Context: an optimization exercise on an open-source flow, tuned for small area, a short achievable clock period and few clock cycles per item. The choices shown serve that exercise and are no tape-out recipe.
No run shown here included a check of the RTL's function; only the layout flow was run.
Power figures rest on the tool's default switching activity, not on a simulated workload.

<file path="flow/config.mk">
export PLATFORM = sky130hd
export DESIGN_NAME = hyperbolic_exp_cordic
export DESIGN_NICKNAME = hyperbolic_exp_cordic
export VERILOG_FILES = /design/flow/design.v
export SDC_FILE = /design/flow/constraint.sdc
export NUM_CORES = 4
export LEC_CHECK = 0
export ABC_AREA = 1
export CAP_MARGIN = 20
export CORE_MARGIN = 2
export CORE_UTILIZATION = 40
export CTS_CLUSTER_DIAMETER = 100
export CTS_CLUSTER_SIZE = 30
export SETUP_SLACK_MARGIN = 2.5
export SLEW_MARGIN = 20
</file>
<file path="flow/constraint.sdc">
create_clock -name core_clock -period 5.5 [get_ports {clk}]
set_input_delay 1.1000 -clock core_clock [delete_from_list [all_inputs] [get_ports {clk}]]
set_output_delay 1.1000 -clock core_clock [all_outputs]
set_load 0.01 [all_outputs]
</file>
<file path="flow/design.v">
module hyperbolic_exp_cordic (
    input rstn,
    input clk,
    input signed [NUM_W - 1:0] z0,
    input in_valid,
    output in_ready,
    output reg signed [NUM_W - 1:0] w,
    output reg out_valid,
    input out_ready
);
    localparam NUM_W = 16;
    wire adv = !out_valid || out_ready;
    assign in_ready = adv;
    reg v0;
    reg [15:0] z_0;
    reg [3:0] dc_0;   
    wire [14:0] s0_u = z0[14:0] ^ {15{z0[15]}};
    wire s0_e1 = (s0_u < 15'd9000);
    wire s0_e2 = (s0_e1 ? (s0_u < 15'd4815) : (s0_u < 15'd13185));
    wire s0_e3 = (s0_e1 ? (s0_e2 ? (s0_u < 15'd2756) : (s0_u < 15'd6874)) : (s0_e2 ? (s0_u < 15'd11126) : (s0_u < 15'd15244)));
    wire s0_e4 = (s0_e1 ? (s0_e2 ? (s0_e3 ? (s0_u < 15'd1731) : (s0_u < 15'd3781)) : (s0_e3 ? (s0_u < 15'd5849) : (s0_u < 15'd7899))) : (s0_e2 ? (s0_e3 ? (s0_u < 15'd10101) : (s0_u < 15'd12151)) : (s0_e3 ? (s0_u < 15'd14219) : (s0_u < 15'd16269))));
    always @(posedge clk) if (!rstn) v0 <= 1'b0; else if (adv) v0 <= in_valid;
    always @(posedge clk) if (adv) begin z_0 <= z0; dc_0 <= {s0_e4, s0_e3, s0_e2, s0_e1} ^ {4{z0[15]}}; end
    reg v1;
    reg [4:0] d_1;    
    reg [8:0] y_1;    
    reg ok_1, sg_1;
    wire [15:0] s1_c = (dc_0[3] ? (dc_0[2] ? (dc_0[1] ? (dc_0[0] ? (z_0[15] ? 16'd18318 : 16'd318) : (z_0[15] ? 16'd9948 : 16'd57484)) : (dc_0[0] ? (z_0[15] ? 16'd14200 : 16'd61736) : (z_0[15] ? 16'd5830 : 16'd53366))) : (dc_0[1] ? (dc_0[0] ? (z_0[15] ? 16'd16268 : 16'd63804) : (z_0[15] ? 16'd7898 : 16'd55434)) : (dc_0[0] ? (z_0[15] ? 16'd12150 : 16'd59686) : (z_0[15] ? 16'd3780 : 16'd51316)))) : (dc_0[2] ? (dc_0[1] ? (dc_0[0] ? (z_0[15] ? 16'd16268 : 16'd63804) : (z_0[15] ? 16'd7898 : 16'd55434)) : (dc_0[0] ? (z_0[15] ? 16'd12150 : 16'd59686) : (z_0[15] ? 16'd3780 : 16'd51316))) : (dc_0[1] ? (dc_0[0] ? (z_0[15] ? 16'd14218 : 16'd61754) : (z_0[15] ? 16'd5848 : 16'd53384)) : (dc_0[0] ? (z_0[15] ? 16'd10100 : 16'd57636) : (z_0[15] ? 16'd1730 : 16'd49266)))));
    wire [15:0] s1_y = z_0 + s1_c;
    wire s1_ok = ~|s1_y[15:11];
    always @(posedge clk) if (!rstn) v1 <= 1'b0; else if (adv) v1 <= v0;
    always @(posedge clk) if (adv) begin
        d_1 <= {dc_0, z_0[15]};
        y_1 <= s1_y[9:1];
        ok_1 <= s1_ok;
        sg_1 <= s1_ok ? ~s1_y[10] : s1_y[15];
    end
    reg v2;
    reg [15:0] w_2;
    reg [8:0] d_2;   
    wire [10:0] s2_d = ok_1 ? {y_1[0], ~y_1[0], ~y_1[1], ~y_1[2], ~y_1[3], ~y_1[4], ~y_1[5], ~y_1[6], ~y_1[7], ~y_1[8], sg_1} : {11{sg_1}};   
    wire [15:0] s2_w = (s2_d[1] ? (s2_d[0] ? (d_1[4] ? (d_1[3] ? (d_1[2] ? (d_1[1] ? (d_1[0] ? 16'd5443 : 16'd16324) : (d_1[0] ? 16'd9070 : 16'd27208)) : (d_1[1] ? (d_1[0] ? 16'd6996 : 16'd20988) : (d_1[0] ? 16'd11659 : 16'd34977))) : (d_1[2] ? (d_1[1] ? (d_1[0] ? 16'd6167 : 16'd18500) : (d_1[0] ? 16'd10279 : 16'd30833)) : (d_1[1] ? (d_1[0] ? 16'd7929 : 16'd23785) : (d_1[0] ? 16'd13214 : 16'd39640)))) : (d_1[3] ? (d_1[2] ? (d_1[1] ? (d_1[0] ? 16'd6168 : 16'd18500) : (d_1[0] ? 16'd10279 : 16'd30833)) : (d_1[1] ? (d_1[0] ? 16'd7930 : 16'd23786) : (d_1[0] ? 16'd13214 : 16'd39640))) : (d_1[2] ? (d_1[1] ? (d_1[0] ? 16'd6989 : 16'd20966) : (d_1[0] ? 16'd11649 : 16'd34943)) : (d_1[1] ? (d_1[0] ? 16'd8985 : 16'd26955) : (d_1[0] ? 16'd14975 : 16'd44925))))) : (d_1[4] ? (d_1[3] ? (d_1[2] ? (d_1[1] ? (d_1[0] ? 16'd5794 : 16'd17376) : (d_1[0] ? 16'd9654 : 16'd28962)) : (d_1[1] ? (d_1[0] ? 16'd7447 : 16'd22341) : (d_1[0] ? 16'd12411 : 16'd37233))) : (d_1[2] ? (d_1[1] ? (d_1[0] ? 16'd6564 : 16'd19693) : (d_1[0] ? 16'd10941 : 16'd32822)) : (d_1[1] ? (d_1[0] ? 16'd8439 : 16'd25319) : (d_1[0] ? 16'd14066 : 16'd42198)))) : (d_1[3] ? (d_1[2] ? (d_1[1] ? (d_1[0] ? 16'd6565 : 16'd19693) : (d_1[0] ? 16'd10941 : 16'd32822)) : (d_1[1] ? (d_1[0] ? 16'd8440 : 16'd25320) : (d_1[0] ? 16'd14066 : 16'd42198))) : (d_1[2] ? (d_1[1] ? (d_1[0] ? 16'd7439 : 16'd22318) : (d_1[0] ? 16'd12399 : 16'd37197)) : (d_1[1] ? (d_1[0] ? 16'd9564 : 16'd28693) : (d_1[0] ? 16'd15939 : 16'd47823)))))) : (s2_d[0] ? (d_1[4] ? (d_1[3] ? (d_1[2] ? (d_1[1] ? (d_1[0] ? 16'd5615 : 16'd16842) : (d_1[0] ? 16'd9356 : 16'd28070)) : (d_1[1] ? (d_1[0] ? 16'd7218 : 16'd21654) : (d_1[0] ? 16'd12029 : 16'd36087))) : (d_1[2] ? (d_1[1] ? (d_1[0] ? 16'd6361 : 16'd19086) : (d_1[0] ? 16'd10605 : 16'd31811)) : (d_1[1] ? (d_1[0] ? 16'd8179 : 16'd24539) : (d_1[0] ? 16'd13632 : 16'd40898)))) : (d_1[3] ? (d_1[2] ? (d_1[1] ? (d_1[0] ? 16'd6362 : 16'd19086) : (d_1[0] ? 16'd10605 : 16'd31811)) : (d_1[1] ? (d_1[0] ? 16'd8180 : 16'd24540) : (d_1[0] ? 16'd13632 : 16'd40898))) : (d_1[2] ? (d_1[1] ? (d_1[0] ? 16'd7209 : 16'd21630) : (d_1[0] ? 16'd12017 : 16'd36051)) : (d_1[1] ? (d_1[0] ? 16'd9269 : 16'd27809) : (d_1[0] ? 16'd15449 : 16'd46351))))) : (d_1[4] ? (d_1[3] ? (d_1[2] ? (d_1[1] ? (d_1[0] ? 16'd5976 : 16'd17926) : (d_1[0] ? 16'd9960 : 16'd29880)) : (d_1[1] ? (d_1[0] ? 16'd7683 : 16'd23049) : (d_1[0] ? 16'd12805 : 16'd38415))) : (d_1[2] ? (d_1[1] ? (d_1[0] ? 16'd6772 : 16'd20317) : (d_1[0] ? 16'd11287 : 16'd33862)) : (d_1[1] ? (d_1[0] ? 16'd8705 : 16'd26121) : (d_1[0] ? 16'd14512 : 16'd43536)))) : (d_1[3] ? (d_1[2] ? (d_1[1] ? (d_1[0] ? 16'd6773 : 16'd20317) : (d_1[0] ? 16'd11287 : 16'd33862)) : (d_1[1] ? (d_1[0] ? 16'd8706 : 16'd26122) : (d_1[0] ? 16'd14512 : 16'd43536))) : (d_1[2] ? (d_1[1] ? (d_1[0] ? 16'd7675 : 16'd23026) : (d_1[0] ? 16'd12791 : 16'd38377)) : (d_1[1] ? (d_1[0] ? 16'd9866 : 16'd29603) : (d_1[0] ? 16'd16445 : 16'd49341)))))));
    always @(posedge clk) if (!rstn) v2 <= 1'b0; else if (adv) v2 <= v1;
    always @(posedge clk) if (adv) begin w_2 <= s2_w; d_2 <= s2_d[10:2]; end
    reg v3;
    reg [15:0] w_3;
    reg [7:0] d_3;
    always @(posedge clk) if (!rstn) v3 <= 1'b0; else if (adv) v3 <= v2;
    always @(posedge clk) if (adv) begin w_3 <= w_2 + ({16{d_2[0]}} ^ (w_2 >> 7)) + d_2[0]; d_3 <= d_2[8:1]; end
    reg v4;
    reg [15:0] w_4;
    reg [6:0] d_4;
    always @(posedge clk) if (!rstn) v4 <= 1'b0; else if (adv) v4 <= v3;
    always @(posedge clk) if (adv) begin w_4 <= w_3 + ({16{d_3[0]}} ^ (w_3 >> 8)) + d_3[0]; d_4 <= d_3[7:1]; end
    reg v5;
    reg [15:0] w_5;
    reg [5:0] d_5;
    always @(posedge clk) if (!rstn) v5 <= 1'b0; else if (adv) v5 <= v4;
    always @(posedge clk) if (adv) begin w_5 <= w_4 + ({16{d_4[0]}} ^ (w_4 >> 9)) + d_4[0]; d_5 <= d_4[6:1]; end
    wire [6:0] t6_lo = {1'b0, w_5[5:0]} + {1'b0, {6{d_5[0]}} ^ w_5[15:10]} + d_5[0];
    wire t6_inc = t6_lo[6] & ~d_5[0];
    wire t6_dec = d_5[0] & ~t6_lo[6];
    wire [9:0] t6_hi = w_5[15:6];
    wire [9:0] t6_tog = {(t6_inc & (&t6_hi[8:0])) | (t6_dec & ~(|t6_hi[8:0])), (t6_inc & (&t6_hi[7:0])) | (t6_dec & ~(|t6_hi[7:0])), (t6_inc & (&t6_hi[6:0])) | (t6_dec & ~(|t6_hi[6:0])), (t6_inc & (&t6_hi[5:0])) | (t6_dec & ~(|t6_hi[5:0])), (t6_inc & (&t6_hi[4:0])) | (t6_dec & ~(|t6_hi[4:0])), (t6_inc & (&t6_hi[3:0])) | (t6_dec & ~(|t6_hi[3:0])), (t6_inc & (&t6_hi[2:0])) | (t6_dec & ~(|t6_hi[2:0])), (t6_inc & (&t6_hi[1:0])) | (t6_dec & ~(|t6_hi[1:0])), (t6_inc & (&t6_hi[0:0])) | (t6_dec & ~(|t6_hi[0:0])), t6_inc | t6_dec};
    reg v6;
    reg [15:0] w_6;
    reg [4:0] d_6;
    always @(posedge clk) if (!rstn) v6 <= 1'b0; else if (adv) v6 <= v5;
    always @(posedge clk) if (adv) begin w_6 <= {t6_hi ^ t6_tog, t6_lo[5:0]}; d_6 <= d_5[5:1]; end
    wire [5:0] t7_lo = {1'b0, w_6[4:0]} + {1'b0, {5{d_6[0]}} ^ w_6[15:11]} + d_6[0];
    wire t7_inc = t7_lo[5] & ~d_6[0];
    wire t7_dec = d_6[0] & ~t7_lo[5];
    wire [10:0] t7_hi = w_6[15:5];
    wire [10:0] t7_tog = {(t7_inc & (&t7_hi[9:0])) | (t7_dec & ~(|t7_hi[9:0])), (t7_inc & (&t7_hi[8:0])) | (t7_dec & ~(|t7_hi[8:0])), (t7_inc & (&t7_hi[7:0])) | (t7_dec & ~(|t7_hi[7:0])), (t7_inc & (&t7_hi[6:0])) | (t7_dec & ~(|t7_hi[6:0])), (t7_inc & (&t7_hi[5:0])) | (t7_dec & ~(|t7_hi[5:0])), (t7_inc & (&t7_hi[4:0])) | (t7_dec & ~(|t7_hi[4:0])), (t7_inc & (&t7_hi[3:0])) | (t7_dec & ~(|t7_hi[3:0])), (t7_inc & (&t7_hi[2:0])) | (t7_dec & ~(|t7_hi[2:0])), (t7_inc & (&t7_hi[1:0])) | (t7_dec & ~(|t7_hi[1:0])), (t7_inc & (&t7_hi[0:0])) | (t7_dec & ~(|t7_hi[0:0])), t7_inc | t7_dec};
    reg v7;
    reg [15:0] w_7;
    reg [3:0] d_7;
    always @(posedge clk) if (!rstn) v7 <= 1'b0; else if (adv) v7 <= v6;
    always @(posedge clk) if (adv) begin w_7 <= {t7_hi ^ t7_tog, t7_lo[4:0]}; d_7 <= d_6[4:1]; end
    wire [4:0] t8_lo = {1'b0, w_7[3:0]} + {1'b0, {4{d_7[0]}} ^ w_7[15:12]} + d_7[0];
    wire t8_inc = t8_lo[4] & ~d_7[0];
    wire t8_dec = d_7[0] & ~t8_lo[4];
    wire [11:0] t8_hi = w_7[15:4];
    wire [11:0] t8_tog = {(t8_inc & (&t8_hi[10:0])) | (t8_dec & ~(|t8_hi[10:0])), (t8_inc & (&t8_hi[9:0])) | (t8_dec & ~(|t8_hi[9:0])), (t8_inc & (&t8_hi[8:0])) | (t8_dec & ~(|t8_hi[8:0])), (t8_inc & (&t8_hi[7:0])) | (t8_dec & ~(|t8_hi[7:0])), (t8_inc & (&t8_hi[6:0])) | (t8_dec & ~(|t8_hi[6:0])), (t8_inc & (&t8_hi[5:0])) | (t8_dec & ~(|t8_hi[5:0])), (t8_inc & (&t8_hi[4:0])) | (t8_dec & ~(|t8_hi[4:0])), (t8_inc & (&t8_hi[3:0])) | (t8_dec & ~(|t8_hi[3:0])), (t8_inc & (&t8_hi[2:0])) | (t8_dec & ~(|t8_hi[2:0])), (t8_inc & (&t8_hi[1:0])) | (t8_dec & ~(|t8_hi[1:0])), (t8_inc & (&t8_hi[0:0])) | (t8_dec & ~(|t8_hi[0:0])), t8_inc | t8_dec};
    reg v8;
    reg [15:0] w_8;
    reg [2:0] d_8;
    always @(posedge clk) if (!rstn) v8 <= 1'b0; else if (adv) v8 <= v7;
    always @(posedge clk) if (adv) begin w_8 <= {t8_hi ^ t8_tog, t8_lo[3:0]}; d_8 <= d_7[3:1]; end
    wire [3:0] t9_lo = {1'b0, w_8[2:0]} + {1'b0, {3{d_8[0]}} ^ w_8[15:13]} + d_8[0];
    wire t9_inc = t9_lo[3] & ~d_8[0];
    wire t9_dec = d_8[0] & ~t9_lo[3];
    wire [12:0] t9_hi = w_8[15:3];
    wire [12:0] t9_tog = {(t9_inc & (&t9_hi[11:0])) | (t9_dec & ~(|t9_hi[11:0])), (t9_inc & (&t9_hi[10:0])) | (t9_dec & ~(|t9_hi[10:0])), (t9_inc & (&t9_hi[9:0])) | (t9_dec & ~(|t9_hi[9:0])), (t9_inc & (&t9_hi[8:0])) | (t9_dec & ~(|t9_hi[8:0])), (t9_inc & (&t9_hi[7:0])) | (t9_dec & ~(|t9_hi[7:0])), (t9_inc & (&t9_hi[6:0])) | (t9_dec & ~(|t9_hi[6:0])), (t9_inc & (&t9_hi[5:0])) | (t9_dec & ~(|t9_hi[5:0])), (t9_inc & (&t9_hi[4:0])) | (t9_dec & ~(|t9_hi[4:0])), (t9_inc & (&t9_hi[3:0])) | (t9_dec & ~(|t9_hi[3:0])), (t9_inc & (&t9_hi[2:0])) | (t9_dec & ~(|t9_hi[2:0])), (t9_inc & (&t9_hi[1:0])) | (t9_dec & ~(|t9_hi[1:0])), (t9_inc & (&t9_hi[0:0])) | (t9_dec & ~(|t9_hi[0:0])), t9_inc | t9_dec};
    reg v9;
    reg [15:0] w_9;
    reg [1:0] d_9;
    always @(posedge clk) if (!rstn) v9 <= 1'b0; else if (adv) v9 <= v8;
    always @(posedge clk) if (adv) begin w_9 <= {t9_hi ^ t9_tog, t9_lo[2:0]}; d_9 <= d_8[2:1]; end
    wire [3:0] t10_lo = {1'b0, w_9[2:0]} + {1'b0, {3{d_9[0]}} ^ w_9[15:13]} + d_9[0];
    wire t10_inc = t10_lo[3] & ~d_9[0];
    wire t10_dec = d_9[0] & ~t10_lo[3];
    wire [12:0] t10_hi = w_9[15:3];
    wire [12:0] t10_tog = {(t10_inc & (&t10_hi[11:0])) | (t10_dec & ~(|t10_hi[11:0])), (t10_inc & (&t10_hi[10:0])) | (t10_dec & ~(|t10_hi[10:0])), (t10_inc & (&t10_hi[9:0])) | (t10_dec & ~(|t10_hi[9:0])), (t10_inc & (&t10_hi[8:0])) | (t10_dec & ~(|t10_hi[8:0])), (t10_inc & (&t10_hi[7:0])) | (t10_dec & ~(|t10_hi[7:0])), (t10_inc & (&t10_hi[6:0])) | (t10_dec & ~(|t10_hi[6:0])), (t10_inc & (&t10_hi[5:0])) | (t10_dec & ~(|t10_hi[5:0])), (t10_inc & (&t10_hi[4:0])) | (t10_dec & ~(|t10_hi[4:0])), (t10_inc & (&t10_hi[3:0])) | (t10_dec & ~(|t10_hi[3:0])), (t10_inc & (&t10_hi[2:0])) | (t10_dec & ~(|t10_hi[2:0])), (t10_inc & (&t10_hi[1:0])) | (t10_dec & ~(|t10_hi[1:0])), (t10_inc & (&t10_hi[0:0])) | (t10_dec & ~(|t10_hi[0:0])), t10_inc | t10_dec};
    reg v10;
    reg [15:0] w_10;
    reg [0:0] d_10;
    always @(posedge clk) if (!rstn) v10 <= 1'b0; else if (adv) v10 <= v9;
    always @(posedge clk) if (adv) begin w_10 <= {t10_hi ^ t10_tog, t10_lo[2:0]}; d_10 <= d_9[1:1]; end
    wire [2:0] t11_lo = {1'b0, w_10[1:0]} + {1'b0, {2{d_10[0]}} ^ w_10[15:14]} + d_10[0];
    wire t11_inc = t11_lo[2] & ~d_10[0];
    wire t11_dec = d_10[0] & ~t11_lo[2];
    wire [13:0] t11_hi = w_10[15:2];
    wire [13:0] t11_tog = {(t11_inc & (&t11_hi[12:0])) | (t11_dec & ~(|t11_hi[12:0])), (t11_inc & (&t11_hi[11:0])) | (t11_dec & ~(|t11_hi[11:0])), (t11_inc & (&t11_hi[10:0])) | (t11_dec & ~(|t11_hi[10:0])), (t11_inc & (&t11_hi[9:0])) | (t11_dec & ~(|t11_hi[9:0])), (t11_inc & (&t11_hi[8:0])) | (t11_dec & ~(|t11_hi[8:0])), (t11_inc & (&t11_hi[7:0])) | (t11_dec & ~(|t11_hi[7:0])), (t11_inc & (&t11_hi[6:0])) | (t11_dec & ~(|t11_hi[6:0])), (t11_inc & (&t11_hi[5:0])) | (t11_dec & ~(|t11_hi[5:0])), (t11_inc & (&t11_hi[4:0])) | (t11_dec & ~(|t11_hi[4:0])), (t11_inc & (&t11_hi[3:0])) | (t11_dec & ~(|t11_hi[3:0])), (t11_inc & (&t11_hi[2:0])) | (t11_dec & ~(|t11_hi[2:0])), (t11_inc & (&t11_hi[1:0])) | (t11_dec & ~(|t11_hi[1:0])), (t11_inc & (&t11_hi[0:0])) | (t11_dec & ~(|t11_hi[0:0])), t11_inc | t11_dec};
    always @(posedge clk) if (!rstn) out_valid <= 1'b0; else if (adv) out_valid <= v10;
    always @(posedge clk) if (adv) w <= {t11_hi ^ t11_tog, t11_lo[1:0]};
endmodule
</file>
<file path="flow/run.sh">
#!/bin/bash
# synth_recipe.tcl (not shown) runs the flow's synth.tcl, then flattens the netlist and writes it again
# the make line also repeats each setting of config.mk as NAME=value (left out here)
make -C /OpenROAD-flow-scripts/flow DESIGN_CONFIG=/design/flow/config.mk WORK_HOME=/design/flow/orfs CLKGATE_MAP_FILE= SYNTH_SCRIPT=/design/flow/synth_recipe.tcl finish
</file>
==> results.ini, run 1 <==
[status]
outcome=timing/DRC/antenna clean

[min_path]
hold_start=d_4[5]$_DFFE_PP_
hold_path.class=flip-flop to flip-flop

[timing]
fin_worst_skew_ns=0.0401
tns_ns=0
min_period_ns=3.57
tightest_slew_ns=0.819
drv_slew=0
fmax_mhz=280
finalCritPeriodShare_pct=64.9
rsz0062_at_grt=yes
slew_headroom_pct=45.4
hold_viol=0
setup_viol_count_final=0

[floorplan]
die_area_um2=42200
core_um2=39900
die_h_um=206
initial_utilization_pct=40.7
die_x_um=206
rows=73
design.portCount=38

[clock_network]
clock_path_buffers=3
cts-root-buf=clkbuf_16
path_clk_slew_ns=0.11
cts_tree=built
insertion_delay_ns=0.52
htree_levels=1
hold_buffers=0
clock_sinks=252
numCtsBuffers=14

[run]
max-cap-violations=0

[yosys]
ys_seq_elements=252
ys.flop_type=edfxtp_1
synth_area_leaders=edfxtp_1 (44%), ha_1 (8.2%), nand2_1 (7.7%)
synth_warnings=1
ys_seq_area_share_pct=45.8
synth_top_area_cell=edfxtp_1
async_flop_share_pct=0
synth_nets=1962
synth_cell_types=54
syn_area_per_cell_um2=8.90
netlist_area_um2=16200
synth_edf_count=240
syn_inst=1825
synth_top_area_share_pct=44.4

[critical_path]
timing.rr.start=d_6[0]$_DFFE_PP_
critPathMaxFanout=5
cp.arrival_ns=3.84
crit_required_ns=5.77
cp_top_family=buffers and inverters
crit_chain=xor2_1 -> ha_1 -> a21oi_2 -> nand2_2 -> buf_4 -> buf_6 -> buf_4 -> buf_4 -> buf_4 -> buf_6 -> buf_6 -> buf_6 -> buf_6 -> buf_4 -> buf_4 -> buf_6 -> buf_6 -> buf_6 -> buf_4 -> buf_4 -> xor2_1
crit_buf_inv=16
cp_slowest_stage_delay_ns=0.52
cp-startpoint=d_6[0]$_DFFE_PP_
end_kind=flip-flop
critPathLaunchType=flip-flop
cp_slowest_cell=edfxtp_1
critPathKind=flip-flop to flip-flop

[placement]
portBuffers=37
gp_congestion=0.932
place_hpwl_mm=28.8

[drt]
via_count=13500
via_per_inst=5.23
drt-wirelength-per-cell_um=16.8
first_pass_iters=5
drc_errors=0
routed_wl_mm=43.5
ant_nets=0
drtIter0Drc=890

[global_route]
antenna_found_initial=0
grtUsageTotal_pct=19.8
grt_max_degree=89
overflow=0
grt_pass1_wl_mm=66.6
grt_pass1_vias=13100

[final_layout]
final_util_pct=51.3
syn_to_final_growth_pct=26.1
final_cell_mix=nand2_1 (281), edfxtp_1 (240), inv_1 (208)
nNetsFinal=2189
layout_commonest_cell=nand2_1
drive_gt1_share_pct=22.7
insertedDiodeCount=0

[power]
vdd_drop_max_mv=0.343
cellLeakagePower_nw=9.02
totalPowerFinal_w=0.0139
power.density_nw_per_um2=679

[routing by layer]
layer / part of all wire (%) / track usage [%] / wire length (um)
met5: 0 / 0 / 0
met4: 3.6 / 6.73 / 1560
met3: 3.9 / 2.25 / 1720
met2: 49 / 34.5 / 21400
met1: 43 / 25.4 / 18800
[registers in the layout (all words and copies together) (netlist names), 4 cells and up]
name and flops:
d_2 9, dc_0 4, z_0 15, d_4 7, y_1 9, d_5 6, d_6 5, w_10 16
d_3 8, w_8 16, w_4 16, w 16, d_1 5, w_5 16, w_9 16, w_6 16
w_2 16, w_7 16, w_3 16, d_7 4
[power breakdown]
group	total [W]	switching (W)	internal, W
clock	0.00123	0.000685	0.000542
combinational	0.00836	0.00464	0.00371
sequential	0.00433	0.000665	0.00367
[worst paths after layout]
path                      endpoint  slack [ns]  cells after the start
setup reg to reg  w_7[3]$_DFFE_PP_        1.93                     21
hold / removal    d_5[4]$_DFFE_PP_        0.42                      0
setup / recovery  w_7[3]$_DFFE_PP_        1.93                     21
hold reg to reg   d_5[4]$_DFFE_PP_        0.42                      0
[cell usage after synthesis (32+ instances only)]
library cell	n
xor2_1	115
nand3_1	64
xnor2_1	39
o21ai_0	138
a21oi_1	124
nor2_1	204
clkbuf_1	33
edfxtp_1	240
inv_1	230
a31oi_1	32
nand2_1	332
ha_1	107
[through the flow]
stage | setup slack [ns] | cell area, um^2 | cells | hold slack [ns]
3_5_place_dp | 1.23 | 17200 | 2364 | 0.405
5_1_grt | 1.81 | 20500 | 2585 | 0.434
4_1_cts | 2.08 | 19200 | 2519 | 0.427
3_3_place_gp | 1.29 | 17200 | 2364 | 0.401
6_report | 1.93 | 20500 | 2585 | 0.417
2_1_floorplan | 2.27 | 16300 | 1825 | 0.400
[layout make-up]
class | count | area [um^2]
clock buffers | 19 | 390
clock inverters | 5 | 96.3
fillers | 3593 | 19400
inverters | 235 | 890
multi-input cells | 1300 | 8800
flip-flops and latches | 252 | 7450
well taps | 525 | 657
repair buffers | 249 | 2210
[cells by family after synthesis]
family | Yosys count | share of synthesized area, %
and+or+nand+nor | 643 | 16.0
AOI/OAI and AO/OA | 383 | 13.6
buffers and inverters | 273 | 6.50
DFF | 252 | 45.8
xor gates and xnor gates | 157 | 8.67
adders and majority gates | 117 | 9.47
[timing repair]
| item | CTS | global route |
|---|---|---|
| setup endpoints to repair | 200 | 151 |
| hold endpoints to repair | 0 | 0 |
| pin swaps | 83 | 111 |
| buffers inserted | 131 | 66 |
| cloned | 0 | 0 |
| gates resized for setup | 144 | 236 |
==> inputs of run 2 (changes only) <==
--- a/flow/design.v
+++ b/flow/design.v
@@ -47,16 +47,26 @@
     reg [7:0] d_3;
     always @(posedge clk) if (!rstn) v3 <= 1'b0; else if (adv) v3 <= v2;
     always @(posedge clk) if (adv) begin w_3 <= w_2 + ({16{d_2[0]}} ^ (w_2 >> 7)) + d_2[0]; d_3 <= d_2[8:1]; end
+    wire [8:0] t4_lo = {1'b0, w_3[7:0]} + {1'b0, {8{d_3[0]}} ^ w_3[15:8]} + d_3[0];
+    wire t4_inc = t4_lo[8] & ~d_3[0];
+    wire t4_dec = d_3[0] & ~t4_lo[8];
+    wire [7:0] t4_hi = w_3[15:8];
+    wire [7:0] t4_tog = {(t4_inc & (&t4_hi[6:0])) | (t4_dec & ~(|t4_hi[6:0])), (t4_inc & (&t4_hi[5:0])) | (t4_dec & ~(|t4_hi[5:0])), (t4_inc & (&t4_hi[4:0])) | (t4_dec & ~(|t4_hi[4:0])), (t4_inc & (&t4_hi[3:0])) | (t4_dec & ~(|t4_hi[3:0])), (t4_inc & (&t4_hi[2:0])) | (t4_dec & ~(|t4_hi[2:0])), (t4_inc & (&t4_hi[1:0])) | (t4_dec & ~(|t4_hi[1:0])), (t4_inc & (&t4_hi[0:0])) | (t4_dec & ~(|t4_hi[0:0])), t4_inc | t4_dec};
     reg v4;
     reg [15:0] w_4;
     reg [6:0] d_4;
     always @(posedge clk) if (!rstn) v4 <= 1'b0; else if (adv) v4 <= v3;
-    always @(posedge clk) if (adv) begin w_4 <= w_3 + ({16{d_3[0]}} ^ (w_3 >> 8)) + d_3[0]; d_4 <= d_3[7:1]; end
+    always @(posedge clk) if (adv) begin w_4 <= {t4_hi ^ t4_tog, t4_lo[7:0]}; d_4 <= d_3[7:1]; end
+    wire [7:0] t5_lo = {1'b0, w_4[6:0]} + {1'b0, {7{d_4[0]}} ^ w_4[15:9]} + d_4[0];
+    wire t5_inc = t5_lo[7] & ~d_4[0];
+    wire t5_dec = d_4[0] & ~t5_lo[7];
+    wire [8:0] t5_hi = w_4[15:7];
+    wire [8:0] t5_tog = {(t5_inc & (&t5_hi[7:0])) | (t5_dec & ~(|t5_hi[7:0])), (t5_inc & (&t5_hi[6:0])) | (t5_dec & ~(|t5_hi[6:0])), (t5_inc & (&t5_hi[5:0])) | (t5_dec & ~(|t5_hi[5:0])), (t5_inc & (&t5_hi[4:0])) | (t5_dec & ~(|t5_hi[4:0])), (t5_inc & (&t5_hi[3:0])) | (t5_dec & ~(|t5_hi[3:0])), (t5_inc & (&t5_hi[2:0])) | (t5_dec & ~(|t5_hi[2:0])), (t5_inc & (&t5_hi[1:0])) | (t5_dec & ~(|t5_hi[1:0])), (t5_inc & (&t5_hi[0:0])) | (t5_dec & ~(|t5_hi[0:0])), t5_inc | t5_dec};
     reg v5;
     reg [15:0] w_5;
     reg [5:0] d_5;
     always @(posedge clk) if (!rstn) v5 <= 1'b0; else if (adv) v5 <= v4;
-    always @(posedge clk) if (adv) begin w_5 <= w_4 + ({16{d_4[0]}} ^ (w_4 >> 9)) + d_4[0]; d_5 <= d_4[6:1]; end
+    always @(posedge clk) if (adv) begin w_5 <= {t5_hi ^ t5_tog, t5_lo[6:0]}; d_5 <= d_4[6:1]; end
     wire [6:0] t6_lo = {1'b0, w_5[5:0]} + {1'b0, {6{d_5[0]}} ^ w_5[15:10]} + d_5[0];
     wire t6_inc = t6_lo[6] & ~d_5[0];
     wire t6_dec = d_5[0] & ~t6_lo[6];
==> run 2 against run 1 <==
Net effect: wire length shrank 0.71%; register-to-register slack lost 0.14 ns; cell area grew 1.6%; worst setup slack lost 0.14 ns; largest cell class unchanged; final cell count grew 0.66%; still clean; area after synthesis is essentially flat; combinational power grew 6.2%; first-iteration DRC count grew 14%.
==> results.ini, run 2 <==
[status]
outcome=timing/DRC/antenna clean

[critical_path]
critPathLaunchType=flip-flop
r2r_slack_ns=1.79
cp.arrival_ns=3.96
cp_slowest_cell=edfxtp_1
crit_end=w_5[15]$_DFFE_PP_
cp_slowest_stage_delay_ns=0.54
crit_chain=xor2_2 -> ha_1 -> a21oi_2 -> nand2_1 -> a21oi_1 -> nor2_1 -> nor2_1 -> inv_1 -> a21oi_2 -> inv_1 -> a21oi_2 -> ha_2 -> inv_2 -> nor3_2 -> inv_1 -> or3_4 -> nor2_4 -> inv_2 -> nor2_4 -> nand2_2 -> o21ai_2 -> xor2_1
cp_top_family=simple AND/OR/NAND/NOR gates
ff2ff_path_depth=22
critPathKind=flip-flop to flip-flop
critPathMaxFanout=4
crit_required_ns=5.76
cp-startpoint=w_4[11]$_DFFE_PP_
r2r_end=w_5[15]$_DFFE_PP_
cp_num_cells=22
crit_buf_inv=5
end_kind=flip-flop
timing.rr.start=w_4[11]$_DFFE_PP_

[final_layout]
seq_area_um2=7450
syn_to_final_growth_pct=28.1
drive_gt1_share_pct=24.9
insertedDiodeCount=0
multiInputGateArea_um2=8800
final_cell_mix=nand2_1 (275), edfxtp_1 (240), inv_1 (216)
nNetsFinal=2195
layout_commonest_cell=nand2_1
final.fill_count=3479

[yosys]
async_flop_share_pct=0
synth_edf_count=240
syn_inst=1828
synth-adder-area-share_pct=8.62
synthSimpleGateAreaFrac_pct=16.4
syn_area_per_cell_um2=8.89
ys_seq_area_share_pct=45.8
synth_compound_area_share_pct=12.7
synth_nets=1954
synth_top_area_share_pct=44.3
netlist_area_um2=16300
ys_seq_elements=252
synth_cell_types=58
synth_area_leaders=edfxtp_1 (44%), ha_1 (7.4%), nand2_1 (7.0%)
synth_top_family_by_area=simple AND/OR/NAND/NOR gates
ys.flop_type=edfxtp_1
synthTopCellsByCount=nand2_1 (305), inv_1 (249), edfxtp_1 (240)
synthXorXnorAreaFrac_pct=9.41
yosysMostFrequentCell=nand2_1
synth_top_area_cell=edfxtp_1
synth_warnings=1
synthMuxAreaShare_pct=0

[placement]
gp_congestion=0.963
portBuffers=37
place_hpwl_mm=27.1

[min_path]
hold_start=d_3[3]$_DFFE_PP_
hold_path.class=flip-flop to flip-flop

[global_route]
grt_pass1_wl_mm=65.6
grtUsageTotal_pct=19.3
antenna_found_initial=0
grt_pass1_vias=13100
overflow=0
grt_max_degree=213

[run]
max-cap-violations=0

[timing]
tightest_slew_ns=0.694
min_period_ns=3.71
whs_ns=0.412
tns_ns=0
slew_headroom_pct=53.6
fin_worst_skew_ns=0.0362
drv_slew=0
rsz0062_at_grt=yes
finalCritPeriodShare_pct=67.4
hold_viol=0
fmax_mhz=270
setup_viol_count_final=0

[floorplan]
initial_utilization_pct=40.7
rows=73
design.portCount=38
die_x_um=206
die_area_um2=42300
core_um2=39900
die_h_um=206

[drt]
routed_wl_mm=43.2
via_count=13700
via_per_inst=5.26
drc_errors=0
drt-wirelength-per-cell_um=16.6
drtIter0Drc=1013
first_pass_iters=5
ant_nets=0

[clock_network]
clock_path_buffers=3
clock_sinks=252
numCtsBuffers=14
cts_tree=built
cts-root-buf=clkbuf_16
htree_levels=1
path_clk_slew_ns=0.11
hold_buffers=0
insertion_delay_ns=0.50

[power]
vdd_drop_max_mv=0.338
power.density_nw_per_um2=694
cellLeakagePower_nw=9.02

-- run 2: report_power, final --
part | leakage (nW) | internal [W] | switching [W]
Clock | 0.230 | 0.000543 | 0.000671
Sequential | 2.65 | 0.00362 | 0.000733
Combinational | 6.15 | 0.00425 | 0.00463
-- run 2: logic make-up after synthesis --
kind of cell	after synthesis
buffers and inverters	298
and+or+nand+nor	642
xor gates and xnor gates	166
DFF	252
adders and majority gates	106
AOI/OAI and AO/OA	364
-- run 2: what timing repair did --
| item | 4_1_cts | 5_1_grt |
|---|---|---|
| pin swaps | 69 | 119 |
| gates resized for setup | 107 | 287 |
| setup endpoints to repair | 44 | 68 |
| gates cloned | 1 | 1 |
| buffers inserted | 141 | 74 |
-- run 2: how the worst min path moves through the flow --
stage | to | slack (ns) | cells after the start
detailed placement | d_3[1]$_DFFE_PP_ | 0.40 | 0
global route | d_3[2]$_DFFE_PP_ | 0.43 | 0
floorplan | d_10$_DFFE_PP_ | 0.40 | 0
CTS | d_4[2]$_DFFE_PP_ | 0.41 | 0
finish | d_4[2]$_DFFE_PP_ | 0.41 | 0
global placement | d_6[0]$_DFFE_PP_ | 0.40 | 0
-- run 2: worst reg2reg max path, stage by stage, from the launching register on --
cell and delay [ns]:
edfxtp_1 0.54, xor2_2 0.20, ha_1 0.35, a21oi_2 0.16
nand2_1 0.08, a21oi_1 0.14, nor2_1 0.05, nor2_1 0.13
inv_1 0.09, a21oi_2 0.14, inv_1 0.07, a21oi_2 0.16
ha_2 0.19, inv_2 0.04, nor3_2 0.10, inv_1 0.08
or3_4 0.35, nor2_4 0.11, inv_2 0.06, nor2_4 0.12
nand2_2 0.09, o21ai_2 0.16, xor2_1 0.08
-- run 2: layout make-up --
| type | count | share of cell area, % |
|---|---|---|
| Inverter | 258 | 4.76 |
| Multi-Input combinational cell | 1278 | 42.3 |
| Tap cell | 525 | 3.16 |
| Clock inverter | 5 | 0.427 |
| Timing Repair Buffer | 263 | 11.6 |
| Timing Repair inverter | 2 | 0.0841 |
| Clock buffer | 19 | 1.88 |
| Sequential cell | 252 | 35.8 |
-- run 2: through the flow --
step,instance area [um^2],cells,power [W],setup WS (ns),util (%)
global route,20800,2602,0.0155,1.59,52.2
global placement,17300,2360,0.0102,1.36,43.3
CTS,19200,2526,0.0129,2.03,48.1
detailed placement,17300,2360,0.0103,1.34,43.3
floorplan,16400,1828,0.00870,2.13,-
finish,20800,2602,0.0144,1.79,52.2
-- run 2: per-layer routing --
| layer | track usage, % | wire length, um |
|---|---|---|
| met1 | 24.9 | 18000 |
| met5 | 0 | 0 |
| met4 | 6.73 | 1510 |
| met3 | 1.79 | 1990 |
| met2 | 33.8 | 21700 |

==> separate check: timing with driven ports <==
Ports are ideal in the flow. The routed layouts listed here were re-timed in OpenROAD. Step 1, drivers: a clkbuf_16 drives clk and a buf_2 each remaining input, both assumed. Step 2 times the ports against the registers' clock, not the clock port: input delays grow and output delays shrink by t, the midpoint of the rising clock arrivals with the driver on. a / b / c = ideal / step 1 / step 2; a / b = the first two.
run	t (ns)	slack for setup (ns)	worst data-port slew with drivers (ns)
run 1	0.552	1.930 / 1.930 / 1.930	0.04
run 2	0.536	1.794 / 1.794 / 1.794	0.06
After both steps setup and hold are still met in every run listed.
